Background: an optimization exercise with open tools, aiming at small area and a short achievable clock period. Do not read the settings as production practice.
Only simulation tests tie the RTL to the original design; equivalence was not proved.

Design TRN_RMS, start of the top module:
module TRN_RMS(
    input wire clk,
    input wire reset,
    input wire [19:0] data_in,
    output wire rms_tlast,
    output wire [39:0] result
);
export LEC_CHECK = 0
export CAP_MARGIN = 20
export CORE_MARGIN = 2
export CORE_UTILIZATION = 70
export CTS_BUF_LIST = sky130_fd_sc_hd__clkbuf_8
export PLACE_DENSITY = 0.8
export SETUP_SLACK_MARGIN = 5
export SLEW_MARGIN = 20
export TNS_END_PERCENT = 100
create_clock -name core_clock -period 8.0 [get_ports {clk}]
standard.sh (not shown) runs the stock make flow with config.mk's settings and CLKGATE_MAP_FILE= SYNTH_SCRIPT=/design/flow/synth_recipe.tcl, a recipe that flattens the netlist after the stock synthesis.
==> flow/flow/run.sh <==
#!/bin/bash
# Layout flow: the standard ORFS flow (standard.sh), with two changes:
#  - after the standard synthesis, the logic between the sample registers and
#    the squarer's carry-save registers (sq_s, sq_c) is replaced by the
#    hand-mapped tree in flow/tree.txt (flow/patch.py); registers are untouched;
#  - repair aims at a tighter setup margin, may resize across cell footprints,
#    and ports get buf_1 buffers.
set -euo pipefail
MARGIN=${MARGIN:-5.0}
R=$PWD/orfs/results/sky130hd/TRN_RMS/base
python3 - "$MARGIN" <<'PY'
import re, sys
s = open("standard.sh").read()
s2 = re.sub(r'SETUP_SLACK_MARGIN=\S+', 'SETUP_SLACK_MARGIN=' + sys.argv[1], s)
s2 = s2.replace('"${@:-finish}"', 'MATCH_CELL_FOOTPRINT=0 "${@:-finish}"')
assert s2.count('MATCH_CELL_FOOTPRINT=0') == 1 and 'SETUP_SLACK_MARGIN=' + sys.argv[1] in s2
open("my_standard.sh", "w").write(s2)
PY
export BUFFER_PORTS_ARGS="-buffer_cell sky130_fd_sc_hd__buf_1"
bash my_standard.sh "$R/1_2_yosys.v" > synth.log 2>&1
cp "$R/1_2_yosys.v" "$R/1_2_yosys_standard.v"
python3 flow/patch.py "$R/1_2_yosys_standard.v" flow/tree.txt "$R/1_2_yosys.v" > patch.log 2>&1
bash my_standard.sh > layout.log 2>&1
Other scripts of this flow, unchanged in this note and not shown: flow/flow/patch.py, flow/flow/tree.txt
Change:
--- a/flow/flow/run.sh
+++ b/flow/flow/run.sh
@@ -6,3 +6,3 @@
 #  - repair aims at a tighter setup margin, may resize across cell footprints,
-#    and ports get buf_1 buffers.
+#    and ports get buf_2 buffers.
 set -euo pipefail
@@ -18,3 +18,3 @@
 PY
-export BUFFER_PORTS_ARGS="-buffer_cell sky130_fd_sc_hd__buf_1"
+export BUFFER_PORTS_ARGS="-buffer_cell sky130_fd_sc_hd__buf_2"
 bash my_standard.sh "$R/1_2_yosys.v" > synth.log 2>&1
Outcome: Wire length falls by 1.7%; final cell count stays flat; clock skew rises by 3.9 ps; register-to-register slack barely changes; via count is lower by 1.6%; setup slack gets worse by 10 ps; area after synthesis is unchanged.

========
run A:
TRN_RMS, a different RTL version from the one above (not shown whole).
Size: ~63 I/O pins, roughly 11000 um^2 of cells after synthesis.
==> flow/design.v (excerpt) <==
module TRN_RMS(
    input wire clk,
    input wire reset,
    input wire [19:0] data_in,
    output wire rms_tlast,
    output wire [39:0] result
);
wire [19:0] a = data_in[19] ? (~data_in + 20'd1) : data_in;
reg [18:0] u;
reg a19;
reg [3:0] pre_s, pre_c;    
reg [6:0] cnt;       
reg tlast;
reg started;         
always @(posedge clk) begin
    u <= a[18:0];
    a19 <= a[19];
    pre_s[0] <= (a[8] & a[10]) ^ (a[7] & a[11]);
    pre_c[0] <= a[8] & a[10] & a[7] & a[11];
    pre_s[1] <= (a[8] & a[11]) ^ (a[7] & a[12]);
    pre_c[1] <= a[8] & a[11] & a[7] & a[12];
    pre_s[2] <= (a[9] & a[11]) ^ (a[8] & a[12]);
    pre_c[2] <= a[9] & a[11] & a[8] & a[12];
    pre_s[3] <= (a[10] & a[11]) ^ (a[9] & a[12]);
    pre_c[3] <= a[10] & a[11] & a[9] & a[12];
end
always @(posedge clk or posedge reset) begin
    if (reset) begin
        cnt <= 7'd0;
        tlast <= 1'b0;
        started <= 1'b0;
    end else begin
        cnt <= cnt + 7'd1;
        tlast <= (cnt == 7'd127);
        if (cnt == 7'd1)
            started <= 1'b1;
    end
end
  wire w653 = (u[0] & u[11]) ^ (u[1] & u[10]);
  wire w654 = (u[0] & u[11]) & (u[1] & u[10]);
  wire w656 = (u[0] & u[12]) ^ (u[1] & u[11]);
  wire w657 = (u[0] & u[12]) & (u[1] & u[11]);
  ...
Settings: LEC_CHECK=0, CAP_MARGIN=20, CORE_MARGIN=2, CORE_UTILIZATION=70, CTS_BUF_LIST=sky130_fd_sc_hd__clkbuf_8, PLACE_DENSITY=0.8, SETUP_SLACK_MARGIN=5, SLEW_MARGIN=20, TNS_END_PERCENT=100; clock period 8.0 ns.
==> flow/flow/run.sh <==
#!/bin/bash
# Layout flow: the standard ORFS flow (standard.sh), with two changes:
#  - after the standard synthesis, the logic between the sample registers and
#    the squarer's carry-save registers (sq_s, sq_c) is replaced by the
#    hand-mapped tree in flow/tree.txt (flow/patch.py); registers are untouched;
#  - repair aims at a tighter setup margin, may resize across cell footprints,
#    and ports get buf_1 buffers.
set -euo pipefail
MARGIN=${MARGIN:-5.45}
R=$PWD/orfs/results/sky130hd/TRN_RMS/base
python3 - "$MARGIN" <<'PY'
import re, sys
s = open("standard.sh").read()
s2 = re.sub(r'SETUP_SLACK_MARGIN=\S+', 'SETUP_SLACK_MARGIN=' + sys.argv[1], s)
s2 = s2.replace('"${@:-finish}"', 'MATCH_CELL_FOOTPRINT=0 "${@:-finish}"')
assert s2.count('MATCH_CELL_FOOTPRINT=0') == 1 and 'SETUP_SLACK_MARGIN=' + sys.argv[1] in s2
open("my_standard.sh", "w").write(s2)
PY
export BUFFER_PORTS_ARGS="-buffer_cell sky130_fd_sc_hd__buf_1"
bash my_standard.sh "$R/1_2_yosys.v" > synth.log 2>&1
cp "$R/1_2_yosys.v" "$R/1_2_yosys_standard.v"
python3 flow/patch.py "$R/1_2_yosys_standard.v" flow/tree.txt "$R/1_2_yosys.v" > patch.log 2>&1
bash my_standard.sh > layout.log 2>&1
Other scripts of this flow, unchanged in this note and not shown: flow/flow/patch.py, flow/flow/tree.txt
Every stage of the flow completed for run A, and the final layout passed the timing, design-rule and antenna checks.
The inputs of run B differ from those of run A as listed below.
--- a/flow/flow/run.sh
+++ b/flow/flow/run.sh
@@ -7,5 +7,5 @@
 #    and ports get buf_1 buffers.
 set -euo pipefail
-MARGIN=${MARGIN:-5.45}
+MARGIN=${MARGIN:-5.25}
 R=$PWD/orfs/results/sky130hd/TRN_RMS/base
 python3 - "$MARGIN" <<'PY'
==> notes.md <==
Re met1 routing resource usage after global routing: run A was higher than run B.
Smallest setup slack after layout | run B below run A
Row starting DRC count in detailed routing: run B lower / run A higher
Routing usage on met3 for run B: 1.3 points down relative to run A
Run B: routed wire length is about 13% lower than what run A reported.
The clock network area share number comes out lower for run A vs run B.
Here is what was changed in the inputs of run C compared with run B.
- TNS_END_PERCENT: 100 -> 30
--- a/flow/flow/run.sh
+++ b/flow/flow/run.sh
@@ -7,5 +7,5 @@
 #    and ports get buf_1 buffers.
 set -euo pipefail
-MARGIN=${MARGIN:-5.25}
+MARGIN=${MARGIN:-5.35}
 R=$PWD/orfs/results/sky130hd/TRN_RMS/base
 python3 - "$MARGIN" <<'PY'
### Flow results
Area taken by multi-input logic gates up 3.0% in run C wrt run B. met2 capacity usage during global routing for run C: 0.41 points up relative to run B. Final instance area is higher on run C. Between run C and run B, the core utilization is higher for run C.
The following lists how run D was set up differently from run C:
- changing TNS_END_PERCENT from 30 to 100
--- a/flow/flow/run.sh
+++ b/flow/flow/run.sh
@@ -7,5 +7,5 @@
 #    and ports get buf_1 buffers.
 set -euo pipefail
-MARGIN=${MARGIN:-5.35}
+MARGIN=${MARGIN:-5.15}
 R=$PWD/orfs/results/sky130hd/TRN_RMS/base
 python3 - "$MARGIN" <<'PY'
## What came out
Sequential portion of the cell area (higher): run D
Clock-buffer cell count came out exactly the same in run D and run C.
Of the two values seen for cell with the largest stage delay on the worst path, sky130_fd_sc_hd__fa_1 was produced by run D and sky130_fd_sc_hd__fa_2 by run C.
Post-route clock period utilization (run D over run C): increase, 1.3 points
Run D against run C: total length of routed met2 wires has decreased.
Total track usage: run D and run C compared, higher one is run C

re-timing with driven ports:
Ports are ideal in the flow. The routed layouts listed here were re-timed in OpenROAD. Step 1, drivers: a clkbuf_16 drives clk and a buf_2 each remaining input, both assumed. Step 2 moves the port delays by t, midway between the first and last clock arrival at a register: inputs arrive t later, outputs are due t later. That takes back most of the time a late clock gives input paths. a / b / c = ideal ports / drivers / drivers and shift; a / b = the first two.
| run | t (ns) | setup slack, ns | hold slack, ns | pins driven straight from the clock port |
|---|---|---|---|---|
| the first run of note 1 | 0.496 | 5.168 / 5.168 / 4.857 | 0.348 / 0.348 / 0.348 | 1 |
| the second run of note 1 | 0.484 | 5.159 / 5.159 / 4.947 | 0.344 / 0.344 / 0.344 | 1 |
| run A | 0.481 | 5.398 / 5.398 / 5.000 | 0.359 / 0.359 / 0.359 | 1 |
| run B | 0.499 | 5.289 / 5.285 / 4.934 | 0.350 / 0.350 / 0.350 | 1 |
| run C | 0.494 | 5.323 / 5.323 / 5.045 | 0.349 / 0.349 / 0.349 | 1 |
| run D | 0.498 | 5.216 / 5.216 / 4.907 | 0.350 / 0.350 / 0.350 | 1 |
After both steps setup and hold are still met in every run listed. The setup slack of run A, which loses most, moves by 0.000 ns with the drivers and by -0.398 ns with both steps.
